Background: an optimization exercise with open tools, aiming at small area. Do not read the settings as production practice. Only simulation tests tie the RTL to the original design; equivalence was not proved. Power figures rest on the tool's default switching activity, not on a simulated workload.

==> flow/design.v <==
module hazard_unit (
    input  logic [31:0] instr,
    input  logic       d1_valid,
    input  logic [4:0] d1_rd,
    input  logic       mem_valid,
    input  logic [4:0] mem_rd,
    input  logic       wb_valid,
    input  logic [4:0] wb_rd,
    output logic stall
);
    logic [6:0] opcode;
    logic [4:0] rs1, rs2;
    logic       hazard_rs1, hazard_rs2;
    assign opcode = instr[6:0];
    assign rs1    = instr[19:15];
    assign rs2    = ((opcode == 7'b0110011) || (opcode == 7'b0100011) || (opcode == 7'b1100011))
                    ? instr[24:20] : 5'd0;
    assign hazard_rs1 = (rs1 != 0) && (
                            (d1_valid  && rs1 == d1_rd) ||
                            (mem_valid && rs1 == mem_rd) ||
                            (wb_valid  && rs1 == wb_rd));
    assign hazard_rs2 = (rs2 != 0) && (
                            (d1_valid  && rs2 == d1_rd) ||
                            (mem_valid && rs2 == mem_rd) ||
                            (wb_valid  && rs2 == wb_rd));
    assign stall = hazard_rs1 || hazard_rs2;
endmodule
module register (
    input  logic        clk,
    input  logic        rst,
    input  logic [4:0]  ra,
    output logic [31:0] rdata,
    input  logic        we,
    input  logic [4:0]  wa,
    input  logic [31:0] wd
);
    logic [31:0] regs [1:31];
    logic [31:0] wdata;
    assign wdata = rst ? 32'd0 : wd;
    genvar i;
    generate
        for (i = 1; i < 32; i++) begin : g_reg
            always_ff @(posedge clk) begin
                if (rst || (we && wa == i))
                    regs[i] <= wdata;
            end
        end
    endgenerate
    always_comb begin
        rdata = 32'd0;
        for (int k = 1; k < 32; k++)
            if (ra == k) rdata = regs[k];
    end
endmodule
module fetch_stage (
    input  logic clk,
    input  logic rst,
    output logic        wb_cyc,
    output logic        wb_stb,
    output logic [31:0] wb_adr,
    input  logic        wb_ack,
    input  logic [31:0] wb_dat_miso,
    input  logic        stall,
    input  logic        branch_taken,
    input  logic [31:1] branch_target,
    output logic [31:0] if_instr,
    output logic        if_valid,
    output logic [31:1] pc
);
    logic        req;
    logic [31:0] instruction;
    always_ff @(posedge clk) begin
        if (rst) begin
            req         <= 1'b0;
            pc          <= 31'd0;
            instruction <= 32'h00000013;
            if_valid    <= 1'b0;
        end else if (!stall) begin
            req      <= !req || !wb_ack;
            if_valid <= req && wb_ack;
            if (req && wb_ack) begin
                pc          <= pc + 31'd2;
                instruction <= wb_dat_miso;
            end else if (branch_taken) begin
                pc <= branch_target;
            end
        end
    end
    always_ff @(posedge clk) begin
        if (!stall)
            if_instr <= instruction;
    end
    assign wb_cyc = req;
    assign wb_stb = req;
    assign wb_adr = {pc, 1'b0};
endmodule
module decode_stage (
    input  logic [31:0] instr,
    output logic        rd_valid,    
    output logic        is_cnn,
    output logic        is_load,
    output logic        is_store,
    output logic        is_done
);
    assign rd_valid = !(instr[6:0] == 7'b0100011 || instr[6:0] == 7'b1100011);
    assign is_cnn   = (instr[6:1] == 6'b111111);
    assign is_load  = (instr[6:0] == 7'b0000011);
    assign is_store = (instr[6:0] == 7'b0100011);
    assign is_done  = (instr == 32'h11111111);
endmodule
module execute_stage (
    input  logic [31:0] instr,
    input  logic [31:1] pc,           
    input  logic        d1_phase,
    input  logic [31:0] rs1_data,
    input  logic [31:0] rs2_data,
    output logic [31:0] sum,          
    output logic [31:0] result,       
    output logic        branch_cond
);
    logic [6:0] opcode;
    logic [2:0] funct3;
    assign opcode = instr[6:0];
    assign funct3 = instr[14:12];
    logic is_r, is_i, is_ld, is_st, is_br, is_jal, is_jalr, is_lui, is_auipc;
    assign is_r     = (opcode == 7'b0110011);
    assign is_i     = (opcode == 7'b0010011);
    assign is_ld    = (opcode == 7'b0000011);
    assign is_st    = (opcode == 7'b0100011);
    assign is_br    = (opcode == 7'b1100011);
    assign is_jal   = (opcode == 7'b1101111);
    assign is_jalr  = (opcode == 7'b1100111);
    assign is_lui   = (opcode == 7'b0110111);
    assign is_auipc = (opcode == 7'b0010111);
    logic [31:0] imm_i, imm_s, imm_b, imm_u;
    assign imm_i = {{20{instr[31]}}, instr[31:20]};
    assign imm_s = {{20{instr[31]}}, instr[31:25], instr[11:7]};
    assign imm_b = {{19{instr[31]}}, instr[31], instr[7], instr[30:25], instr[11:8], 1'b0};
    assign imm_u = {instr[31:12], 12'b0};
    logic [31:0] op_a, op_b, op_b_x;
    logic        sub;
    always_comb begin
        if (d1_phase) begin
            op_a = {pc, 1'b0};
            op_b = (is_jal || is_jalr) ? 32'd4 : (is_auipc ? imm_u : imm_b);
            sub  = 1'b0;
        end else begin
            op_a = rs1_data;
            op_b = (is_r || is_br) ? rs2_data : (is_st ? imm_s : imm_i);
            sub  = is_br ||
                   ((is_r || is_i) && (funct3 == 3'b010 || funct3 == 3'b011)) ||
                   (is_r && funct3 == 3'b000 && instr[31:25] == 7'b0100000);
        end
    end
    logic        carry;
    assign op_b_x = op_b ^ {32{sub}};
    assign {carry, sum} = {1'b0, op_a} + {1'b0, op_b_x} + {32'd0, sub};
    logic lt, ltu, eq;
    assign ltu = !carry;
    assign lt  = (op_a[31] != op_b[31]) ? op_a[31] : sum[31];
    assign eq  = (sum == 32'd0);
    logic [4:0]  shamt;
    logic        left;
    logic [31:0] sh_in, sh_out, sh_rev;
    assign shamt = is_r ? rs2_data[4:0] : instr[24:20];
    assign left  = (funct3 == 3'b001);
    always_comb begin
        for (int k = 0; k < 32; k++) sh_in[k] = left ? rs1_data[31-k] : rs1_data[k];
        sh_out = sh_in >> shamt;
        for (int k = 0; k < 32; k++) sh_rev[k] = sh_out[31-k];
    end
    always_comb begin
        result = 32'd0;
        if (is_r || is_i) begin
            case (funct3)
                3'b000: result = sum;
                3'b001: result = sh_rev;
                3'b010: result = {31'd0, lt};
                3'b011: result = {31'd0, ltu};
                3'b100: result = rs1_data ^ op_b;
                3'b101: result = sh_out;
                3'b110: result = rs1_data | op_b;
                3'b111: result = rs1_data & op_b;
            endcase
        end else if (is_jal || is_jalr || is_auipc) begin
            result = {pc, 1'b0};
        end else if (is_lui) begin
            result = imm_u;
        end else if (is_ld || is_st) begin
            result = sum;
        end
    end
    always_comb begin
        branch_cond = 1'b0;
        if (is_br) begin
            case (funct3)
                3'b000: branch_cond = eq;
                3'b001: branch_cond = !eq;
                3'b100: branch_cond = lt;
                3'b101: branch_cond = !lt;
                3'b110: branch_cond = ltu;
                3'b111: branch_cond = !ltu;
                default: ;
            endcase
        end
    end
endmodule
module memory_stage (
    input  logic clk,
    input  logic rst,
    output logic        wb_cyc,
    output logic        wb_stb,
    output logic        wb_we,
    input  logic        wb_ack,
    input  logic        wb_err,
    input  logic [31:0] wb_dat_miso,
    input  logic        do_read,
    input  logic        do_write,
    input  logic [31:0] alu_result,
    output logic [31:0] rd_data
);
    localparam logic [1:0] IDLE     = 2'd0;
    localparam logic [1:0] REQUEST  = 2'd1;
    localparam logic [1:0] WAIT_ACK = 2'd2;
    logic [1:0]  state;
    logic        do_read_latched, do_write_latched;
    logic [31:0] wb_data;
    always_ff @(posedge clk) begin
        if (rst) begin
            state            <= IDLE;
            do_read_latched  <= 1'b0;
            do_write_latched <= 1'b0;
            wb_data          <= 32'd0;
        end else begin
            case (state)
                IDLE:     if (do_read || do_write) state <= REQUEST;
                REQUEST:  state <= WAIT_ACK;
                WAIT_ACK: if (wb_ack || wb_err) state <= IDLE;
                default: ;
            endcase
            if (state == IDLE) begin
                do_read_latched  <= do_read;
                do_write_latched <= do_write;
            end
            if (wb_ack && do_read_latched)
                wb_data <= wb_dat_miso;
        end
    end
    assign wb_cyc  = (state != IDLE);
    assign wb_stb  = (state == REQUEST);
    assign wb_we   = do_write_latched;
    assign rd_data = do_read_latched ? wb_data : alu_result;
endmodule
module writeback_stage (
    input  logic clk,
    input  logic rst,
    input  logic done_in,
    output logic done_out
);
    always_ff @(posedge clk) begin
        if (rst)
            done_out <= 1'b0;
        else if (done_in)
            done_out <= 1'b1;
    end
endmodule
module pipeline_cpu (
    input  logic clk,
    input  logic rst,
    output logic        ibus_cyc,
    output logic        ibus_stb,
    output logic [31:0] ibus_adr,
    input  logic        ibus_ack,
    input  logic [31:0] ibus_dat_i,
    output logic        dbus_cyc,
    output logic        dbus_stb,
    output logic        dbus_we,
    output logic [31:0] dbus_adr,
    output logic [31:0] dbus_dat_o,
    input  logic        dbus_ack,
    input  logic        dbus_err,
    input  logic [31:0] dbus_dat_i,
    output logic        alu_valid,
    output logic        done
);
    logic [31:0] if_instr;
    logic        if_valid;
    logic [31:1] pc;
    logic        stall, issue;
    logic        branch_taken;
    logic [31:0] x_instr;
    logic [31:1] x_pc;
    logic        d1_valid, ex_valid;
    logic        mem_valid;        
    logic        mem_fwd, mem_wr;  
    logic [4:0]  mem_rd;
    logic        mem_load, mem_store;
    logic        wb_fwd, wb_wr;
    logic [4:0]  wb_rd;
    logic [31:0] ex_result;        
    logic [31:0] rs1_q;            
    fetch_stage fetch_inst (
        .clk(clk),
        .rst(rst),
        .wb_cyc(ibus_cyc),
        .wb_stb(ibus_stb),
        .wb_adr(ibus_adr),
        .wb_ack(ibus_ack),
        .wb_dat_miso(ibus_dat_i),
        .stall(stall),
        .branch_taken(branch_taken),
        .branch_target(x_pc),
        .if_instr(if_instr),
        .if_valid(if_valid),
        .pc(pc)
    );
    logic x_rd_valid, x_cnn, x_load, x_store, x_done;
    decode_stage decode_inst (
        .instr(x_instr),
        .rd_valid(x_rd_valid),
        .is_cnn(x_cnn),
        .is_load(x_load),
        .is_store(x_store),
        .is_done(x_done)
    );
    hazard_unit hazard_inst (
        .instr(if_instr),
        .d1_valid(d1_valid && x_rd_valid),
        .d1_rd(x_instr[11:7]),
        .mem_valid(mem_wr),
        .mem_rd(mem_rd),
        .wb_valid(wb_wr),
        .wb_rd(wb_rd),
        .stall(stall)
    );
    assign issue = if_valid && !stall;
    logic [4:0]  ra;
    logic [31:0] rf_data, rs_data;
    logic        fwd_hit;
    assign ra      = d1_valid ? x_instr[19:15] : x_instr[24:20];
    assign fwd_hit = (ra != 5'd0) && (d1_valid ? (mem_fwd && mem_rd == ra)
                                               : (wb_fwd  && wb_rd  == ra));
    assign rs_data = fwd_hit ? ex_result : rf_data;
    logic [31:0] sum, alu_result;
    logic        branch_cond;
    execute_stage execute_inst (
        .instr(x_instr),
        .pc(x_pc),
        .d1_phase(d1_valid),
        .rs1_data(rs1_q),
        .rs2_data(rs_data),
        .sum(sum),
        .result(alu_result),
        .branch_cond(branch_cond)
    );
    assign branch_taken = ex_valid && branch_cond;
    always_ff @(posedge clk) begin
        rs1_q <= rs_data;
        if (issue) begin
            x_instr <= if_instr;
            x_pc    <= pc - 31'd2;
        end else if (d1_valid) begin
            x_pc    <= sum[31:1];
        end
        if (ex_valid)
            ex_result <= alu_result;
        mem_rd <= x_instr[11:7];
        wb_rd  <= mem_rd;
    end
    always_ff @(posedge clk) begin
        if (rst) begin
            d1_valid  <= 1'b0;
            ex_valid  <= 1'b0;
            mem_valid <= 1'b0;
            mem_fwd   <= 1'b0;
            mem_wr    <= 1'b0;
            mem_load  <= 1'b0;
            mem_store <= 1'b0;
            wb_fwd    <= 1'b0;
            wb_wr     <= 1'b0;
        end else begin
            d1_valid  <= issue;
            ex_valid  <= d1_valid;
            mem_valid <= ex_valid;
            mem_fwd   <= ex_valid && x_rd_valid;
            mem_wr    <= ex_valid && x_rd_valid && !x_cnn;
            mem_load  <= ex_valid && x_load;
            mem_store <= ex_valid && (x_store || x_cnn);
            wb_fwd    <= mem_fwd;
            wb_wr     <= mem_wr;
        end
    end
    assign alu_valid  = mem_valid;
    assign dbus_adr   = mem_valid ? ex_result : 32'd0;
    assign dbus_dat_o = dbus_adr;
    logic [31:0] mem_data;
    memory_stage memory_inst (
        .clk(clk),
        .rst(rst),
        .wb_cyc(dbus_cyc),
        .wb_stb(dbus_stb),
        .wb_we(dbus_we),
        .wb_ack(dbus_ack),
        .wb_err(dbus_err),
        .wb_dat_miso(dbus_dat_i),
        .do_read(mem_load),
        .do_write(mem_store),
        .alu_result(ex_result),
        .rd_data(mem_data)
    );
    register regfile_inst (
        .clk(clk),
        .rst(rst),
        .ra(ra),
        .rdata(rf_data),
        .we(mem_wr),
        .wa(mem_rd),
        .wd(mem_data)
    );
    writeback_stage writeback_inst (
        .clk(clk),
        .rst(rst),
        .done_in(ex_valid && x_done),
        .done_out(done)
    );
endmodule
==> flow/run.sh <==
#!/bin/bash
# synth_recipe.tcl (not shown) runs the flow's synth.tcl, then flattens the netlist and writes it again
# the make line also repeats each setting of config.mk as NAME=value (left out here)
make -C /OpenROAD-flow-scripts/flow DESIGN_CONFIG=/design/flow/config.mk WORK_HOME=/design/flow/orfs CLKGATE_MAP_FILE= SYNTH_SCRIPT=/design/flow/synth_recipe.tcl finish
==> flow/config.mk <==
export PLATFORM = sky130hd
export DESIGN_NAME = pipeline_cpu
export DESIGN_NICKNAME = pipeline_cpu
export VERILOG_FILES = /design/flow/design.v
export SDC_FILE = /design/flow/constraint.sdc
export NUM_CORES = 4
export LEC_CHECK = 0
export CAP_MARGIN = 20
export CORE_MARGIN = 2
export CORE_UTILIZATION = 35
export GPL_ROUTABILITY_DRIVEN = 1
export PLACE_DENSITY = 0.55
export SLEW_MARGIN = 20
==> flow/constraint.sdc <==
create_clock -name core_clock -period 10.0 [get_ports {clk}]
set_input_delay 2.0000 -clock core_clock [delete_from_list [all_inputs] [get_ports {clk}]]
set_output_delay 2.0000 -clock core_clock [all_outputs]
set_load 0.01 [all_outputs]
==> results of run 1 <==
registers in the layout, summed over array words and instances, names as in the netlist, 2 cells and up:
signal                  cells
regfile_inst.regs         992
ex_result                  32
fetch_inst.if_instr        32
fetch_inst.instruction     32
memory_inst.wb_data        32
rs1_q                      32
x_instr                    32
fetch_inst.pc              31
x_pc                       31
mem_rd                      5
wb_rd                       5
memory_inst.state           2
Yosys cell counts (23+ instances only):
master	number	area, µm²
a22oi_1	287	2155
a21oi_1	324	1622
nand2_1	484	1817
nor4_1	23	143.9
buf_4	39	292.8
nor3_1	64	320.3
a211oi_1	34	255.2
nand3_1	84	420.4
buf_1	43	161.4
or4_1	25	187.7
nand4_1	69	431.7
o21ai_0	252	1261
mux2i_1	130	1301
xor2_1	32	280.3
dfxtp_1	153	3063
inv_1	114	427.9
a22o_1	72	630.6
and3_1	23	143.9
ha_1	101	1264
edfxtp_1	1119	33600
a31oi_1	51	319.1
a221o_1	47	470.5
a221oi_1	62	543.0
nor2_1	351	1318
o211ai_1	26	195.2
clkbuf_1	245	919.6
and2_1	70	437.9
xnor2_1	51	446.7
metrics by stage:
stage	utilization (%)	worst slack, ns
after floorplan	-	2.159
after global placement	38.36	0.9177
after detailed placement	38.41	0.9122
after CTS	41.10	0.8833
after global routing	41.14	0.3615
final	41.16	0.7761
layout make-up:
| type | count | area, µm² |
|---|---|---|
| Tap cell | 2189 | 2739 |
| Sequential cell | 1272 | 36670 |
| Antenna cell | 10 | 25.02 |
| Multi-Input combinational cell | 3042 | 19920 |
| Timing Repair Buffer | 397 | 3480 |
| Clock inverter | 77 | 797.0 |
| Inverter | 114 | 427.9 |
| Clock buffer | 174 | 3618 |
| Fill cell | 15503 | 96750 |
cell families after synthesis:
family	after synthesis
AND/OR/NAND/NOR	1327
flip-flops	1272
AO/OA/AOI/OAI	1387
XOR/XNOR	83
other	1
multiplexers	142
buffers and inverters	463
adder cells (fa/ha/maj)	102
power groups by stage:
| stage | logic [µW] | registers [µW] | clock network (µW) |
|---|---|---|---|
| after floorplan | 716 | 6230 | 0 |
| after detailed placement | 1350 | 6300 | 0 |
| final | 1390 | 6190 | 5030 |
| after CTS | 1350 | 6180 | 5070 |
| after global placement | 1350 | 6290 | 0 |
| after global routing | 1460 | 6200 | 5280 |
routing by layer:
layer / GRT usage (%) / vias to the layer above / wire length (µm)
met2: 44.53 / 2457 / 110600
met3: 5.602 / 457 / 22250
met5: 0 / - / 32
li1: - / 18702 / -
met1: 36.91 / 22075 / 96380
met4: 13.11 / 4 / 12860
critical path, delay by kind of cell, from the launching register on:
family | cells | cell delay (ns)
xor gates and xnor gates | 1 | 0.17
adders and majority gates | 1 | 0.57
buffers and inverters | 1 | 0.34
DFF | 1 | 0.70
and+or+nand+nor | 13 | 3.92
muxes | 1 | 0.28
AOI/OAI and AO/OA | 11 | 3.08
worst max-delay path by stage:
stage	slack (ns)	end
floorplan	2.16	fetch_inst.pc[28]
global placement	0.92	fetch_inst.pc[16]
detailed placement	0.91	fetch_inst.pc[16]
CTS	0.88	fetch_inst.pc[16]
global route	0.36	fetch_inst.pc[28]
finish	0.78	fetch_inst.pc[28]
==> impl_results.md, run 1 <==
* Total CTS buffers at 137
* Initial drt markers at 6,002
* Most frequent cells in the layout: 1,119 x edfxtp_1, 474 x nand2_1, 319 x a21oi_1
* Final TNS setup at 0 ns
* Pin count of the biggest net entering global routing at 72
* R2r setup slk at 0.78 ns
* Share of cells above drive strength 1 at 11.45%
* Flop and latch count out of synthesis at 1,272
* Max-cap viol count at 0
* # resized after CTS at 0
* Worst Max-Slew Pin Slew at 1.162 ns
* Largest family of logic cells by synthesized area: compound AO/OA/AOI/OAI gates
* Mapped Area at 0.05781 mm²
* Total gr overflow at 0
* CTS tree: built
* Compound-Gate Fraction of Synth Area at 16.33%
* Layout Nets at 5,135
* Post-CTS setup buffer count at 0
* CP Data Required Time at 10.67 ns
* Crit path capture type: register
* Avg WL per Cell at 33.28 µm
* Worst r2r src: x_instr[24]
* Inst Count DP at 7,012
* Maximum vdd drop at 0.1678 mV
* CTS Sinks at 1,272
* First-pass GRT wire length at 332.1 mm
* All-Layer GR Usage at 28.08%
* Max transition margin at 22.03%
* First-pass DRT Iterations at 8
* Cts hold-fix bufs at 0
* Non-Filler Cell Area, Final at 0.06768 mm²
* Detail Route Antenna Nets at 0
* Final Max Tran Viols at 0
* PortBufs at 170
* Clock buffer depth at 3
* Post-layout minimum cycle time at 9.224 ns
* Worst reg2reg path depth at 28
* Seq/Total Area, Yosys at 63.42%
* Post-Synth XOR/XNOR Area at 1.257%
* Post-DR vias/cell at 6.006
* Root Buffer: clkbuf_16
* Clock latency at the later pin of the worst-skew pair at 0.80 ns
* Area Growth Syn to Fin at 17.07%
* PD cells at 186.2 mW/mm²
* Internal power at 9260 µW
* Global placer's final weighted congestion at 1.031
* Syn nets at 4,948
* CTS clk-pin slew, worst paths at 0.06 ns
* Power share of the sequential group at 49.1%
* # IOs at 172
* Worst min-delay path startpoint: fetch_inst.if_instr[25]
* WS Path Type: reg2reg
* Total leakage power at 0.02389 µW
* Die height at 410.4 µm
* Core Area at 0.1644 mm²
* Initial antenna violation count at 10
* Commonest non-fill, non-tap cell in the layout: edfxtp_1
* Post-synth ARST share at 0%
* Critical Path Fanout Max at 20
* Post-route DRC at 0
* Switching portion of total power at 26.53%
* Htree depth at 4
* Synth Area in Adders at 2.221%
* Fmax at 108.4 MHz
* Reg2reg end: fetch_inst.pc[28]
* Via Count at 43.70k
* Distinct cells, synth at 102
* Die span in x at 410.4 µm
* Synth Area per Inst at 12.10 µm²
* Final hold vios at 0
* Count of final setup violators at 0
* Critical Path Max Stage Delay at 0.70 ns
* Initial core utilization at 35.16%
* Final setup skew at 0.04970 ns
* Synth Area in Simple Gates at 10.89%
* Hold path depth at 0
* DP Area at 0.06316 mm²
* Post-Route WL at 242.1 mm
* Status: no timing/DRC/antenna violations
* Critical Path Slowest Stage Cell: edfxtp_1
* Yosys Warn Count at 7
* Min-Delay Path Class: reg2reg
* Post-synth EDFFs at 1,119
* Post-synthesis cell count at 4,777
* PnR Total Power at 12,600 µW
* Critical Path Source: x_instr[24]
* Clock Power Share at 39.9%
* Std-Cell Rows at 149
* Crit-path most repeated cell: nand2_1
* Post-Layout Cell Count at 7,275
* RSZ-0062 raised after global routing: false
* Ys flop type: edfxtp_1
* Worst path arrival time at 9.89 ns
* Combinational power share at 11.0%
* Mux cell area share after synthesis at 2.541%
* Dpl hpwl at 161.1 mm
* WHS Endpoint: x_instr[25]
* Critical path launch point type: register
* Period utilisation layout at 92.24%
* Vias in the first global route at 41.25k
* Net switching power at 3345 µW
* Die Area at 0.1684 mm²
* Fin Hold WS at 0.4136 ns
==> run 2: changes to the inputs <==
--- a/flow/config.mk
+++ b/flow/config.mk
@@ -7,7 +7,7 @@
 export LEC_CHECK = 0
 export CAP_MARGIN = 20
 export CORE_MARGIN = 2
-export CORE_UTILIZATION = 35
+export CORE_UTILIZATION = 60
 export GPL_ROUTABILITY_DRIVEN = 1
-export PLACE_DENSITY = 0.55
+export PLACE_DENSITY = 0.7
 export SLEW_MARGIN = 20
==> impl_results.md, run 2 <==
* # IOs at 172 (unchanged)
* Crit path capture type: register
* Reg with most FFs: regfile_inst.regs
* Dpl hpwl at 148.5 mm (-7.8%)
* Post-DR vias/cell at 7.255 (+21%)
* Post-synth EDFFs at 1,119 (unchanged)
* Maximum vdd drop at 0.1757 mV (+4.7%)
* Post-CTS setup buffer count at 0 (unchanged)
* Ys flop type: edfxtp_1
* CP Data Required Time at 10.59 ns (-0.08 ns)
* Post-layout minimum cycle time at 9.633 ns (+0.4089 ns)
* Post-synth ARST share at 0% (unchanged)
* Crit-path most repeated cell: a21oi_1
* CTS tree: built
* Final Worst Setup Slack at 0.3673 ns (-0.4089 ns)
* Layout Nets at 5,091 (-0.86%)
* First-pass GRT wire length at 310.2 mm (-6.6%)
* Avg WL per Cell at 35.52 µm (+6.7%)
* # resized after CTS at 0 (unchanged)
* Max-cap viol count at 0 (unchanged)
* Largest cells by area after synthesis: edfxtp_1 58%, dfxtp_1 5.3%, a22oi_1 3.7%
* Most frequent cells in the layout: 1,119 x edfxtp_1, 475 x nand2_1, 328 x nor2_1
* Vias in the first global route at 42.37k (+2.7%)
* Flop and latch count out of synthesis at 1,272 (unchanged)
* Fillers at 6,731 (-57%)
* Critical Path Max Stage Delay at 0.93 ns (+0.23 ns)
* Final Max Tran Viols at 0 (unchanged)
* Status: no timing/DRC/antenna violations
* Initial drt markers at 8,980 (+50%)
* Mapped Area at 0.05781 mm² (unchanged)
* Total leakage power at 0.02355 µW (-1.4%)
* Die height at 314.4 µm (-23%)
* Critical Path Slowest Stage Cell: edfxtp_1
* Post-Layout Cell Count at 6,303 (-13%)
* Die Area at 0.09885 mm² (-41%)
* Global placer's final weighted congestion at 1.072 (+4.0%)
* Post-synthesis cell count at 4,777 (unchanged)
* Final TNS setup at 0 ns (unchanged)
* Dpl ws at 0.9307 ns (+0.01851 ns)
* Root Buffer: clkbuf_16
* Final hold vios at 0 (unchanged)
* Worst Max-Slew Pin Slew at 1.297 ns (+0.1356 ns)
* Std-Cell Rows at 113 (-24%)
* WS Path Type: reg2reg
* Seq/Total Area, Yosys at 63.42% (unchanged)
* Max transition margin at 12.60% (-9.4 points)
* Yosys Warn Count at 7 (unchanged)
* RSZ-0062 raised after global routing: false
* Share of the synthesized area in the top cell type at 58.12% (unchanged)
* Via Count at 45.73k (+4.7%)
* Cts hold-fix bufs at 0 (unchanged)
* Synth area leader: edfxtp_1
* Core Area at 0.09529 mm² (-42%)
* Fmax at 103.8 MHz (-4.2%)
* Post-Route WL at 223.9 mm (-7.5%)
* Count of final setup violators at 0 (unchanged)
* Detail Route Antenna Nets at 0 (unchanged)
* PD cells at 183.4 mW/mm² (-1.5%)
* Post-route DRC at 0 (unchanged)
* Critical Path Fanout Max at 42 (+110%)
* Clock buffer depth at 3 (unchanged)
* Die span in x at 314.4 µm (-23%)
* Post-synth top cells: 1,119 x edfxtp_1, 484 x nand2_1, 351 x nor2_1
* CTS Sinks at 1,272 (unchanged)
* All-Layer GR Usage at 44.66% (+17 points)
* Worst path arrival time at 10.22 ns (+0.33 ns)
* Synth Area per Inst at 12.10 µm² (unchanged)
* First-pass DRT Iterations at 9 (+1)
* Max reg flops at 992 (unchanged)
* Commonest non-fill, non-tap cell in the layout: edfxtp_1
* Period utilisation layout at 96.33% (+4.1 points)
* Post-layout util at 69.04% (+28 points)
* Min-Delay Path Class: reg2reg
* Initial core utilization at 60.67% (+26 points)
* Clock latency at the later pin of the worst-skew pair at 0.78 ns (-0.02 ns)
* Total gr overflow at 0 (unchanged)
* Area Growth Syn to Fin at 13.80%
* Inst Count DP at 6,062 (-14%)
* Final setup skew at 0.08073 ns (+0.03103 ns)
* Critical path launch point type: register
* Fin Hold WS at 0.4203 ns (+0.006652 ns)
* Pin count of the biggest net entering global routing at 75 (+4.2%)
* Syn nets at 4,948 (unchanged)
* Distinct cells, synth at 102 (unchanged)
* Htree depth at 3 (-1)
* Most frequent cell after synthesis: edfxtp_1
* Share of cells above drive strength 1 at 10.65% (-0.80 points)
* Initial antenna violation count at 29 (+19)
* PortBufs at 170 (unchanged)
* Total CTS buffers at 119 (-13%)
* CTS clk-pin slew, worst paths at 0.07 ns (about the same)
-- run 2: cell count changes in the layout (fill, tap and decap cells not counted), moves of 7 or more --
| cell | before | now |
|---|---|---|
| clkbuf_1 | 33 | 20 |
| nor2_4 | 18 | 11 |
| clkbuf_16 | 138 | 122 |
| nor2_1 | 317 | 328 |
| clkinv_2 | 16 | 27 |
| buf_4 | 219 | 188 |
-- run 2: cell families after synthesis --
logic type,after synthesis,synth area share (%)
buffers and inverters,463,3.329
XOR/XNOR,83,1.257
multiplexers,142,2.541
AO/OA/AOI/OAI,1387,16.33
other,1,0.006487
adder cells (fa/ha/maj),102,2.221
flip-flops,1272,63.42
AND/OR/NAND/NOR,1327,10.89
-- run 2: metal layers --
| layer | GRT usage, % | share of wire (%) | vias up |
|---|---|---|---|
| met5 | 0.7737 | 0.14 | - |
| li1 | - | - | 18616 |
| met2 | 61.73 | 41 | 4130 |
| met3 | 17.73 | 17 | 692 |
| met1 | 63.17 | 38 | 22255 |
| met4 | 17.71 | 4.5 | 38 |
-- run 2: final timing paths --
check / startpoint / end / slack, ns / cells past startpoint
worst max register to register: x_instr[21] / fetch_inst.pc[12] / 0.37 / 29
worst max-delay path: x_instr[21] / fetch_inst.pc[12] / 0.37 / 29
worst min-delay path: fetch_inst.if_instr[11] / x_instr[11] / 0.42 / 0
worst min register to register: fetch_inst.if_instr[11] / x_instr[11] / 0.42 / 0
-- run 2: power breakdown --
group	switching [µW]	leakage (µW)	internal (µW)
clock	2050	0.00191	2480
sequential	148	0.0127	6040
combinational	946	0.00899	398
total	3140	0.0236	8920
-- run 2: worst max-delay path: cells and delay by family, from the launching register on --
family                     cells  cell delay, ns
buffers and inverters          3            0.76
and+or+nand+nor                9            2.82
muxes                          1            0.21
DFF                            1            0.93
adders and majority gates      1            0.40
xor gates and xnor gates       1            0.31
AOI/OAI and AO/OA             14            3.97
-- run 2: layout make-up --
| type | count | area, µm² | area share, % |
|---|---|---|---|
| multi-input combinational | 3042 | 19830 | 30.14 |
| inverter | 114 | 427.9 | 0.6504 |
| sequential | 1272 | 36670 | 55.74 |
| antenna | 13 | 32.53 | 0.04945 |
| tap | 1265 | 1583 | 2.406 |
| timing repair buffer | 371 | 3332 | 5.064 |
| clock buffer | 146 | 3183 | 4.838 |
| clock inverter | 80 | 732.0 | 1.113 |
-- run 2: metrics by stage --
step / cell area [µm²] / total power [µW]
after floorplan: 57810 / 6946
after global placement: 61760 / 7542
after detailed placement: 61800 / 7557
after CTS: 65720 / 11980
after global routing: 65780 / 12310
final: 65790 / 12060

re-timing with driven ports:
The flow's constraints put no driver on any port. The routed layouts listed below were extracted and timed again, unchanged, in two steps.
Step 1, drivers: a clkbuf_16 drives clk and a buf_2 each remaining input, both assumed.
Step 2 moves the port delays by t, midway between the first and last clock arrival at a register: inputs arrive t later, outputs are due t later. That takes back most of the time a late clock gives input paths.
Three values: no drivers, after step 1, after step 2; two values: the first two.
run	t, ns	setup slack, ns	worst setup path after step 2	cell pins on the clock port's net
run 1	0.861	0.776 / 0.776 / 0.776	register to register	1
run 2	0.815	0.367 / 0.367 / 0.367	register to register	1
After both steps every run listed still meets setup and hold.
